This design comes from an exercise in tuning for small area and a short achievable clock period on the open sky130 flow, not from production work. RTL that was checked went through simulation tests only; none was proved equivalent to the original.

// test_dsp
module test_dsp #(parameter width_in1=26, parameter width_in2=14, parameter width_out=40) (
    input clk_i,
    input signed [width_in1:0] a_i,
    input signed [width_in2:0] b_i,
    input signed [width_out:0] pd_pattern1,
    output signed [width_out:0] c_o,
    output reg ones_o
);
Size in the first run: about 1600 cells after synthesis, ~130 I/O pins.
export LEC_CHECK = 0
export ABC_AREA = 1
export CAP_MARGIN = 20
export CORE_MARGIN = 2
export CORE_UTILIZATION = 50
export CTS_BUF_LIST = sky130_fd_sc_hd__clkbuf_8
export CTS_CLUSTER_DIAMETER = 71
export CTS_CLUSTER_SIZE = 12
export SETUP_SLACK_MARGIN = 3.4
export SLEW_MARGIN = 20
create_clock -name core_clock -period 6.5 [get_ports {clk_i}]
standard.sh (not shown) runs the stock make flow with config.mk's settings and CLKGATE_MAP_FILE= SYNTH_SCRIPT=/design/flow/synth_recipe.tcl, a recipe that flattens the netlist after the stock synthesis.
==> flow/flow/run.sh <==
#!/bin/bash
# Standard ORFS layout, with one extra step between synthesis and floorplan:
# flow/polarity.py removes the polarity inverters that Yosys's full-adder
# extraction leaves between adder cells (full adders are self-dual), and
# swaps gates for their complement cells where that saves an inverter.
# Before that, flow/cpafix.py splits the full adders Yosys made of the final
# adder's last step (sum and carry of s_i, c_i and the prefix carry) into
# xor2 + a21o, so the late prefix carry passes one gate.
# After it, flow/fanout.py gives the high-fanout Booth digit signals an
# inverter-pair driver.
# Registers and ports are untouched.
set -euo pipefail
cd "$(dirname "$0")/.."
W=$(pwd)
R=$W/orfs/results/${FLOW_PLATFORM}/test_dsp/base
LIB=${FLOW_HOME}/platforms/${FLOW_PLATFORM}/lib/sky130_fd_sc_hd__tt_025C_1v80.lib
# port buffers: a real buffer cell (buffer_ports otherwise picks a delay cell)
export BUFFER_PORTS_ARGS="-buffer_cell sky130_fd_sc_hd__buf_2"
bash standard.sh synth > "$W/run_synth.log" 2>&1
cp "$R/1_2_yosys.v" "$W/1_2_yosys.standard.v"
python3 flow/cpafix.py "$W/1_2_yosys.standard.v" "$W/1_2_yosys.cpafix.v" > "$W/run_cpafix.log" 2>&1
python3 flow/polarity.py "$LIB" "$W/1_2_yosys.cpafix.v" "$W/1_2_yosys.polarity.v" > "$W/run_polarity.log" 2>&1
python3 flow/fanout.py 10 "$W/1_2_yosys.polarity.v" "$R/1_2_yosys.v" > "$W/run_fanout.log" 2>&1
rm -f "$R/1_synth.odb" "$R/1_synth.sdc"
bash standard.sh finish > "$W/run_layout.log" 2>&1
Other scripts of this flow, unchanged in this note and not shown: flow/flow/cpafix.py, flow/flow/fanout.py, flow/flow/polarity.py
The first run produced a clean layout.
Rerun with:
- SETUP_SLACK_MARGIN: 3.4 -> 3.5
After rerunning:
- cell count increases by about 0.7%
- first-iteration DRC count decreases by 11%
- worst setup slack improves by 26 ps

* * *

## oak
Another version of the RTL of test_dsp (not shown whole).
Size in the first run: about 1500 cells after synthesis, about 130 I/O pins, roughly 16000 um2 of cells after synthesis.
Design test_dsp, start of the top module:
module test_dsp #(parameter width_in1=26, parameter width_in2=14, parameter width_out=40) (
    input clk_i,
    input signed [width_in1:0] a_i,
    input signed [width_in2:0] b_i,
    input signed [width_out:0] pd_pattern1,
    output signed [width_out:0] c_o,
    output reg ones_o
);
==> flow/config.mk <==
export PLATFORM = sky130hd
export DESIGN_NAME = test_dsp
export DESIGN_NICKNAME = test_dsp
export VERILOG_FILES = /design/flow/design.v
export SDC_FILE = /design/flow/constraint.sdc
export NUM_CORES = 4
export LEC_CHECK = 0
export ABC_AREA = 1
export CAP_MARGIN = 20
export CORE_MARGIN = 2
export CORE_UTILIZATION = 60
export CTS_CLUSTER_DIAMETER = 80
export CTS_CLUSTER_SIZE = 20
export SETUP_SLACK_MARGIN = 3.3
export SLEW_MARGIN = 20
==> flow/constraint.sdc <==
create_clock -name core_clock -period 6.5 [get_ports {clk_i}]
set_input_delay 1.3000 -clock core_clock [delete_from_list [all_inputs] [get_ports {clk_i}]]
set_output_delay 1.3000 -clock core_clock [all_outputs]
set_load 0.01 [all_outputs]
==> flow/flow/run.sh <==
#!/bin/bash
# Standard ORFS layout, with one extra step between synthesis and floorplan:
# flow/polarity.py removes the polarity inverters that Yosys's full-adder
# extraction leaves between adder cells (full adders are self-dual), and
# swaps gates for their complement cells where that saves an inverter.
# Registers and ports are untouched.
set -euo pipefail
cd "$(dirname "$0")/.."
W=$(pwd)
R=$W/orfs/results/${FLOW_PLATFORM}/test_dsp/base
LIB=${FLOW_HOME}/platforms/${FLOW_PLATFORM}/lib/sky130_fd_sc_hd__tt_025C_1v80.lib
# port buffers: a real buffer cell (buffer_ports otherwise picks a delay cell)
export BUFFER_PORTS_ARGS="-buffer_cell sky130_fd_sc_hd__buf_2"
bash standard.sh synth > "$W/run_synth.log" 2>&1
cp "$R/1_2_yosys.v" "$W/1_2_yosys.standard.v"
python3 flow/polarity.py "$LIB" "$W/1_2_yosys.standard.v" "$R/1_2_yosys.v" > "$W/run_polarity.log" 2>&1
rm -f "$R/1_synth.odb" "$R/1_synth.sdc"
bash standard.sh finish > "$W/run_layout.log" 2>&1
Other scripts of this flow, unchanged in this note and not shown: flow/flow/polarity.py
In summary, oak completed successfully, with a layout that passed the timing, design-rule and antenna checks.
## Diff of input files: pine against oak
Settings: removing CTS_CLUSTER_DIAMETER (formerly 80); removing CTS_CLUSTER_SIZE (formerly 20).
==> comparison <==
- Changes observed in pine relative to oak: count of clock-buffer cells in the layout up 28, count of buffers not belonging to the clock network in the layout lost about 5%.
- Taking oak as the reference, in pine fraction of standard cell area in multi-input logic now smaller; overall fraction of global-route tracks in use picked up an extra 0.40 points; clock slew at the register clock pins of the worst setup and hold paths went down by 0.02 ns.
Input changes introduced in birch (baseline for comparison: pine):
Settings: swapping 3.3 for 3.4 in SETUP_SLACK_MARGIN.
==> comparison <==
Non-clock buffer count in birch vs pine: up 18%
Via count in birch vs pine: up 212
Of pine and birch, the lower global-route usage belongs to pine.
The post-placement cell area on pine is in line with that on birch.
Summary of birch over pine: cell area increased 2.1%, time the final worst path needs with I/O delays and setup decreased 0.039 ns.
The lower clock-buffer cell count of pine and birch is in birch.
birch against pine: share of the clock period used by the worst path shows a reduction of 0.60 points; routed wire length shows an increase of about 4.4%.

* * *

test_dsp with an RTL version that a note above also has.
Size: ~1,500 cells after synthesis, roughly 130 I/O pins, roughly 16,000 sq um of cells after synthesis.
==> flow/config.mk <==
export PLATFORM = sky130hd
export DESIGN_NAME = test_dsp
export DESIGN_NICKNAME = test_dsp
export VERILOG_FILES = /design/flow/design.v
export SDC_FILE = /design/flow/constraint.sdc
export NUM_CORES = 4
export LEC_CHECK = 0
export ABC_AREA = 1
export CAP_MARGIN = 20
export CORE_MARGIN = 2
export CORE_UTILIZATION = 50
export SETUP_SLACK_MARGIN = 3.3
export SLEW_MARGIN = 20
==> flow/constraint.sdc <==
create_clock -name core_clock -period 6.5 [get_ports {clk_i}]
set_input_delay 1.3000 -clock core_clock [delete_from_list [all_inputs] [get_ports {clk_i}]]
set_output_delay 1.3000 -clock core_clock [all_outputs]
set_load 0.01 [all_outputs]
Scripts as last shown in full above: flow/flow/run.sh
Other scripts of this flow, unchanged in this note and not shown: flow/flow/polarity.py
The starting point went through all stages and came out clean.
==> next run, changes <==
Settings changed: CAP_MARGIN 20 to 5, SLEW_MARGIN 20 to 5.
The new run finished with timing, DRC and antenna clean.
Cell count is unchanged.
Setup slack does not change.
Via count does not change.

* * *

run 1:
Another version of the RTL of test_dsp (not shown whole).
Size in the first run: roughly 2600 cells after synthesis, about 210 flip-flops, about 130 I/O pins, roughly 20000 sq um of cells after synthesis.
==> flow/config.mk <==
export PLATFORM = sky130hd
export DESIGN_NAME = test_dsp
export DESIGN_NICKNAME = test_dsp
export VERILOG_FILES = /design/flow/design.v
export SDC_FILE = /design/flow/constraint.sdc
export NUM_CORES = 4
export LEC_CHECK = 0
export CAP_MARGIN = 20
export CORE_MARGIN = 2
export CORE_UTILIZATION = 40
export SLEW_MARGIN = 20
==> flow/constraint.sdc <==
create_clock -name core_clock -period 6.5 [get_ports {clk_i}]
set_input_delay 1.3000 -clock core_clock [delete_from_list [all_inputs] [get_ports {clk_i}]]
set_output_delay 1.3000 -clock core_clock [all_outputs]
set_load 0.01 [all_outputs]
run.sh (not shown) runs the stock make flow with config.mk's settings and CLKGATE_MAP_FILE= SYNTH_SCRIPT=/design/flow/synth_recipe.tcl, a recipe that flattens the netlist after the stock synthesis.
Stock flow here: none of the scripts above is used.
The inputs of run 2 differ from those of run 1 as listed below.
Settings: ABC_CLOCK_PERIOD_IN_PS newly set to 3000; SETUP_SLACK_MARGIN newly set to 3.4.
Relative to run 1, final weighted congestion of routability-driven global placement decreased by about 1% in run 2. Summary of run 2 over run 1: minimum clock period fell 0.79 ns; layout overhead on the synthesized area shows an increase of 10 points; total stage count of the critical path has decreased.
Function was not checked in any run of this note: the RTL went through the layout flow alone.

* * *

RTL: one of the versions met above, not the one the previous note started from.
Size in the first run: about 1500 cells after synthesis, ~130 I/O pins.
==> flow/config.mk <==
export PLATFORM = sky130hd
export DESIGN_NAME = test_dsp
export DESIGN_NICKNAME = test_dsp
export VERILOG_FILES = /design/flow/design.v
export SDC_FILE = /design/flow/constraint.sdc
export NUM_CORES = 4
export LEC_CHECK = 0
export ABC_AREA = 1
export CAP_MARGIN = 20
export CORE_MARGIN = 2
export CORE_UTILIZATION = 60
export SETUP_SLACK_MARGIN = 3.3
export SLEW_MARGIN = 20
==> flow/constraint.sdc <==
create_clock -name core_clock -period 6.5 [get_ports {clk_i}]
set_input_delay 1.3000 -clock core_clock [delete_from_list [all_inputs] [get_ports {clk_i}]]
set_output_delay 1.3000 -clock core_clock [all_outputs]
set_load 0.01 [all_outputs]
standard.sh (not shown) runs the stock make flow with config.mk's settings and CLKGATE_MAP_FILE= SYNTH_SCRIPT=/design/flow/synth_recipe.tcl, a recipe that flattens the netlist after the stock synthesis.
Scripts as last shown in full above: flow/flow/run.sh
Other scripts of this flow, unchanged in this note and not shown: flow/flow/polarity.py
Next try:
Settings changed: CORE_UTILIZATION 60 to 50, SETUP_SLACK_MARGIN 3.3 to 3.4.
Design area rose by about 3%.
Non-clock buffer count rose by 13.
Cell count rose by about 4%.
Flip-flop and latch count stays the same.
Clock skew fell by 5.1 ps.
Global-route usage fell by 4.8 points.
Wire length rose by 2.4%.
Next try:
Settings changed: CORE_UTILIZATION 50 to 60.
Effect: Die area came out lower by about a fifth. Cell count came out lower by a few percent. Non-clock buffer count came out higher by 1. Synthesized cell count is unchanged. Clock skew hardly moves. Sequential cell count stays the same. Clock-buffer cell count came out higher by 2. Via count came out higher slightly. Worst hold slack is worse by 11 ps.

* * *

Starting RTL as in the previous note.
export LEC_CHECK = 0
export ABC_AREA = 1
export CAP_MARGIN = 20
export CORE_MARGIN = 2
export CORE_UTILIZATION = 50
export CTS_BUF_LIST = sky130_fd_sc_hd__clkbuf_8
export CTS_CLUSTER_DIAMETER = 71
export CTS_CLUSTER_SIZE = 12
export SETUP_SLACK_MARGIN = 3.4
export SLEW_MARGIN = 20
create_clock -name core_clock -period 6.5 [get_ports {clk_i}]
Scripts as last shown in full above: flow/flow/run.sh
Other scripts of this flow, unchanged in this note and not shown: flow/flow/polarity.py
Rerun with:
Settings changed: CTS_BUF_LIST sky130_fd_sc_hd__clkbuf_8 to not set, CTS_CLUSTER_DIAMETER 71 to not set, CTS_CLUSTER_SIZE 12 to not set, SETUP_SLACK_MARGIN 3.4 to 3.3.
Utilization grows by 0.41 points.
Routed wire length grows by 0.37%.
Die area stays the same.
Register-to-register slack is about the same.

* * *

== v25 ==
test_dsp, a different RTL version from the one above (not shown whole).
Size in the first run: ~1700 cells after synthesis.
export LEC_CHECK = 0
export ABC_AREA = 1
export CAP_MARGIN = 20
export CORE_MARGIN = 2
export CORE_UTILIZATION = 60
export SETUP_SLACK_MARGIN = 3.0
export SLEW_MARGIN = 20
create_clock -name core_clock -period 6.5 [get_ports {clk_i}]
==> flow/flow/run.sh <==
#!/bin/bash
# Standard ORFS layout, with one extra step between synthesis and floorplan:
# flow/polarity.py removes the polarity inverters that Yosys's full-adder
# extraction leaves between adder cells (full adders are self-dual), and
# swaps gates for their complement cells where that saves an inverter.
# Registers and ports are untouched.
set -euo pipefail
cd "$(dirname "$0")/.."
W=$(pwd)
R=$W/orfs/results/${FLOW_PLATFORM}/test_dsp/base
LIB=${FLOW_HOME}/platforms/${FLOW_PLATFORM}/lib/sky130_fd_sc_hd__tt_025C_1v80.lib
# port buffers: a real buffer cell (buffer_ports otherwise picks a delay cell)
export BUFFER_PORTS_ARGS="-buffer_cell sky130_fd_sc_hd__buf_4"
bash standard.sh synth > "$W/run_synth.log" 2>&1
cp "$R/1_2_yosys.v" "$W/1_2_yosys.standard.v"
python3 flow/polarity.py "$LIB" "$W/1_2_yosys.standard.v" "$R/1_2_yosys.v" > "$W/run_polarity.log" 2>&1
rm -f "$R/1_synth.odb" "$R/1_synth.sdc"
bash standard.sh finish > "$W/run_layout.log" 2>&1
Other scripts of this flow, unchanged in this note and not shown: flow/flow/polarity.py
In summary, v25 completed successfully, with a layout that passed the timing, design-rule and antenna checks.
[inputs] v1 vs v25
- CTS_BUF_LIST: unset -> sky130_fd_sc_hd__clkbuf_4 sky130_fd_sc_hd__clkbuf_8
-- flow/flow/run.sh --
<<< v25, line 13
export BUFFER_PORTS_ARGS="-buffer_cell sky130_fd_sc_hd__buf_4"
>>> v1, line 13
export BUFFER_PORTS_ARGS="-buffer_cell sky130_fd_sc_hd__buf_2"
### Flow results
v25: done, clean on timing, DRC and antenna
v1 completed; timing, DRC and antenna clean
[compare] base=v25 new=v1: setup slack went down by 0.066 ns; final setup skew did not really move; cell area saw a decrease.
Of the two values seen for global routing's busiest layer, met2 was produced by v1 and met1 by v25.

* * *

P:
Starting RTL as in the previous note.
// test_dsp
module test_dsp #(parameter width_in1=26, parameter width_in2=14, parameter width_out=40) (
    input clk_i,
    input signed [width_in1:0] a_i,
    input signed [width_in2:0] b_i,
    input signed [width_out:0] pd_pattern1,
    output signed [width_out:0] c_o,
    output reg ones_o
);
reg r1_c0_0;
reg r1_c1_0;
reg r1_c1_1;
reg r1_c2_0;
reg r1_c2_1;
reg r1_c2_2;
reg r1_c3_0;
reg r1_c3_1;
reg r1_c3_2;
reg r1_c3_3;
reg r1_c4_0;
reg r1_c4_1;
reg r1_c4_2;
reg r1_c4_3;
reg r1_c5_0;
reg r1_c5_1;
reg r1_c5_2;
reg r1_c5_3;
reg r1_c6_0;
reg r1_c6_1;
reg r1_c6_2;
reg r1_c6_3;
reg r1_c7_0;
reg r1_c7_1;
reg r1_c7_2;
reg r1_c7_3;
reg r1_c8_0;
reg r1_c8_1;
reg r1_c8_2;
reg r1_c8_3;
reg r1_c9_0;
reg r1_c9_1;
reg r1_c9_2;
reg r1_c9_3;
reg r1_c10_0;
reg r1_c10_1;
reg r1_c10_2;
reg r1_c10_3;
reg r1_c11_0;
reg r1_c11_1;
reg r1_c11_2;
reg r1_c11_3;
reg r1_c12_0;
reg r1_c12_1;
reg r1_c12_2;
reg r1_c12_3;
reg r1_c13_0;
reg r1_c13_1;
reg r1_c13_2;
reg r1_c13_3;
reg r1_c14_0;
reg r1_c14_1;
reg r1_c14_2;
reg r1_c14_3;
reg r1_c15_0;
reg r1_c15_1;
reg r1_c15_2;
reg r1_c15_3;
reg r1_c16_0;
reg r1_c16_1;
reg r1_c16_2;
reg r1_c16_3;
reg r1_c17_0;
reg r1_c17_1;
reg r1_c17_2;
reg r1_c17_3;
reg r1_c18_0;
reg r1_c18_1;
reg r1_c18_2;
reg r1_c18_3;
reg r1_c19_0;
reg r1_c19_1;
reg r1_c19_2;
reg r1_c19_3;
reg r1_c20_0;
reg r1_c20_1;
reg r1_c20_2;
reg r1_c20_3;
reg r1_c21_0;
reg r1_c21_1;
reg r1_c21_2;
reg r1_c21_3;
reg r1_c22_0;
reg r1_c22_1;
reg r1_c22_2;
reg r1_c22_3;
reg r1_c23_0;
reg r1_c23_1;
reg r1_c23_2;
reg r1_c23_3;
reg r1_c24_0;
reg r1_c24_1;
reg r1_c24_2;
reg r1_c24_3;
reg r1_c25_0;
reg r1_c25_1;
reg r1_c25_2;
reg r1_c25_3;
reg r1_c26_0;
reg r1_c26_1;
reg r1_c26_2;
reg r1_c26_3;
reg r1_c27_0;
reg r1_c27_1;
reg r1_c27_2;
reg r1_c27_3;
reg r1_c28_0;
reg r1_c28_1;
reg r1_c28_2;
reg r1_c28_3;
reg r1_c29_0;
reg r1_c29_1;
reg r1_c29_2;
reg r1_c29_3;
reg r1_c30_0;
reg r1_c30_1;
reg r1_c30_2;
reg r1_c30_3;
reg r1_c31_0;
  ...
Settings: LEC_CHECK=0, CAP_MARGIN=20, CORE_MARGIN=2, CORE_UTILIZATION=75, SETUP_SLACK_MARGIN=3.2, SLEW_MARGIN=20; clock period 6.5 ns.
==> flow/flow/run.sh <==
#!/bin/bash
# Standard ORFS layout, with one extra step between synthesis and floorplan:
# flow/polarity.py removes the polarity inverters that Yosys's full-adder
# extraction leaves between adder cells (full adders are self-dual), and
# swaps gates for their complement cells where that saves an inverter.
# Registers and ports are untouched.
set -euo pipefail
cd "$(dirname "$0")/.."
W=$(pwd)
R=$W/orfs/results/${FLOW_PLATFORM}/test_dsp/base
LIB=${FLOW_HOME}/platforms/${FLOW_PLATFORM}/lib/sky130_fd_sc_hd__tt_025C_1v80.lib
bash standard.sh synth > "$W/run_synth.log" 2>&1
cp "$R/1_2_yosys.v" "$W/1_2_yosys.standard.v"
python3 flow/polarity.py "$LIB" "$W/1_2_yosys.standard.v" "$R/1_2_yosys.v" > "$W/run_polarity.log" 2>&1
rm -f "$R/1_synth.odb" "$R/1_synth.sdc"
bash standard.sh finish > "$W/run_layout.log" 2>&1
Other scripts of this flow, unchanged in this note and not shown: flow/flow/polarity.py
> inputs changed (P -> Q)
Settings: an added ABC_AREA of 1; a change of CORE_UTILIZATION from 75 to 60; a change of SETUP_SLACK_MARGIN from 3.2 to 3.5.
-- flow/flow/run.sh --
<<< P, line 11
LIB=${FLOW_HOME}/platforms/${FLOW_PLATFORM}/lib/sky130_fd_sc_hd__tt_025C_1v80.lib
bash standard.sh synth > "$W/run_synth.log" 2>&1
>>> Q, line 11
LIB=${FLOW_HOME}/platforms/${FLOW_PLATFORM}/lib/sky130_fd_sc_hd__tt_025C_1v80.lib
# port buffers: a real buffer cell (buffer_ports otherwise picks a delay cell)
export BUFFER_PORTS_ARGS="-buffer_cell sky130_fd_sc_hd__buf_4"
bash standard.sh synth > "$W/run_synth.log" 2>&1
Findings:
- Sort Q and P by routed wire length, descending, and P comes first.
- P fits on a die that is smaller than the die of Q.
- Delta (Q minus P): time the worst path needs with I/O delays and setup down 0.88 ns; average wire length per cell after detail routing down 8.5 um.
The inputs of R differ from those of Q as listed below.
Settings: SETUP_SLACK_MARGIN now 3.0, was 3.5; ABC_AREA no longer set, was 1.
-- flow/flow/run.sh --
<<< Q, line 11
LIB=${FLOW_HOME}/platforms/${FLOW_PLATFORM}/lib/sky130_fd_sc_hd__tt_025C_1v80.lib
# port buffers: a real buffer cell (buffer_ports otherwise picks a delay cell)
export BUFFER_PORTS_ARGS="-buffer_cell sky130_fd_sc_hd__buf_4"
bash standard.sh synth > "$W/run_synth.log" 2>&1
>>> R, line 11
LIB=${FLOW_HOME}/platforms/${FLOW_PLATFORM}/lib/sky130_fd_sc_hd__tt_025C_1v80.lib
bash standard.sh synth > "$W/run_synth.log" 2>&1
Findings:
On count of final max-slew check failures, Q tracks R almost exactly.
Summary of R over Q: standard cell core area roughly the same, count of multi-input gates shrank by about 8%.
R ended up with flop to flop as its startpoint-to-endpoint class of the critical path; Q ended up with primary input to flop.
The inputs of S differ from those of R as listed below.
Settings: ABC_AREA newly set to 1.
Notes after the runs:
S: relative area change from synthesis to final layout lower than R
In the flow results for R and S, the length of routed met3 wiring is larger on S.
S ended with less tightest hold margin than R.
Inputs modified between S and T:
Settings: a change of SETUP_SLACK_MARGIN from 3.0 to 3.2.
-- flow/flow/run.sh --
<<< S, line 11
LIB=${FLOW_HOME}/platforms/${FLOW_PLATFORM}/lib/sky130_fd_sc_hd__tt_025C_1v80.lib
bash standard.sh synth > "$W/run_synth.log" 2>&1
>>> T, line 11
LIB=${FLOW_HOME}/platforms/${FLOW_PLATFORM}/lib/sky130_fd_sc_hd__tt_025C_1v80.lib
# port buffers: a real buffer cell (buffer_ports otherwise picks a delay cell)
export BUFFER_PORTS_ARGS="-buffer_cell sky130_fd_sc_hd__buf_4"
bash standard.sh synth > "$W/run_synth.log" 2>&1
[summary]
Higher sequential share of layout area was reported by T, not S.
The wire length of the first global-routing pass in T was lower than what S gave.
Max count of cell instances traversed by the critical path across T and S: T
Per the comparison of T with S, number of core rows stayed essentially flat, depth of the worst register-to-register path fell by 1, worst setup slack rose by 0.26 ns, total length of routed wires rose by about 1.4%.
Reported for T and S, number of hold-slack violations in the final timing report turned out identical to the last digit.

what the ideal ports hide:
The results above use ideal ports. As a check the final layouts listed here were re-extracted and re-timed, cells and wires unchanged.
Step 1: set_driving_cell puts a clkbuf_16 on clk_i and a buf_2 on each other input, an assumption about the parent block.
Step 2 times the ports against the registers' clock, not the clock port: input delays grow and output delays shrink by t, the midpoint of the rising clock arrivals with the driver on.
a / b / c = ideal ports / drivers / drivers and shift; a / b = the first two.
run	t (ns)	slack for setup (ns)	worst hold slack (ns)	worst slew at a driven data input, ns
the first run of note 1	0.599	3.460 / 3.388 / 2.788	0.426 / 0.426 / 0.426	0.18
the second run of note 1	0.595	3.486 / 3.463 / 2.868	0.434 / 0.434 / 0.434	0.18
oak	0.548	3.319 / 3.281 / 2.733	0.456 / 0.456 / 0.456	0.08
pine	0.597	3.381 / 3.353 / 2.756	0.455 / 0.455 / 0.455	0.08
birch	0.593	3.420 / 3.388 / 2.795	0.445 / 0.445 / 0.445	0.09
the first run of note 3	0.585	3.363 / 3.361 / 2.775	0.428 / 0.428 / 0.428	0.07
the second run of note 3	0.585	3.363 / 3.361 / 2.775	0.428 / 0.428 / 0.428	0.07
run 1	0.570	0.325 / 0.325 / 0.325	0.360 / 0.360 / 0.360	0.13
run 2	0.591	1.113 / 1.113 / 1.113	0.383 / 0.383 / 0.383	0.13
the first run of note 5	0.572	3.305 / 3.284 / 2.712	0.429 / 0.429 / 0.429	0.08
the second run of note 5	0.587	3.411 / 3.411 / 2.839	0.433 / 0.433 / 0.433	0.11
the third run of note 5	0.579	3.392 / 3.392 / 2.834	0.422 / 0.422 / 0.422	0.09
the first run of note 6	0.599	3.397 / 3.397 / 2.837	0.431 / 0.431 / 0.431	0.09
the second run of note 6	0.579	3.345 / 3.321 / 2.742	0.431 / 0.431 / 0.431	0.07
v25	0.588	3.117 / 3.119 / 2.541	0.319 / 0.319 / 0.319	0.05
v1	0.586	3.050 / 3.078 / 2.492	0.326 / 0.326 / 0.326	0.04
P	0.613	2.474 / 2.474 / 2.474	0.330 / 0.330 / 0.330	0.06
Q	0.600	3.350 / 3.197 / 2.597	0.341 / 0.341 / 0.341	0.27
R	0.597	2.778 / 2.778 / 2.471	0.342 / 0.342 / 0.342	0.04
S	0.575	2.986 / 3.017 / 2.442	0.326 / 0.326 / 0.326	0.05
T	0.588	3.243 / 3.254 / 2.666	0.330 / 0.330 / 0.330	0.07
After both steps setup and hold are still met in every run listed. For Q, which loses most, drivers alone change the setup slack by -0.153 ns; drivers and shift together by -0.753 ns.
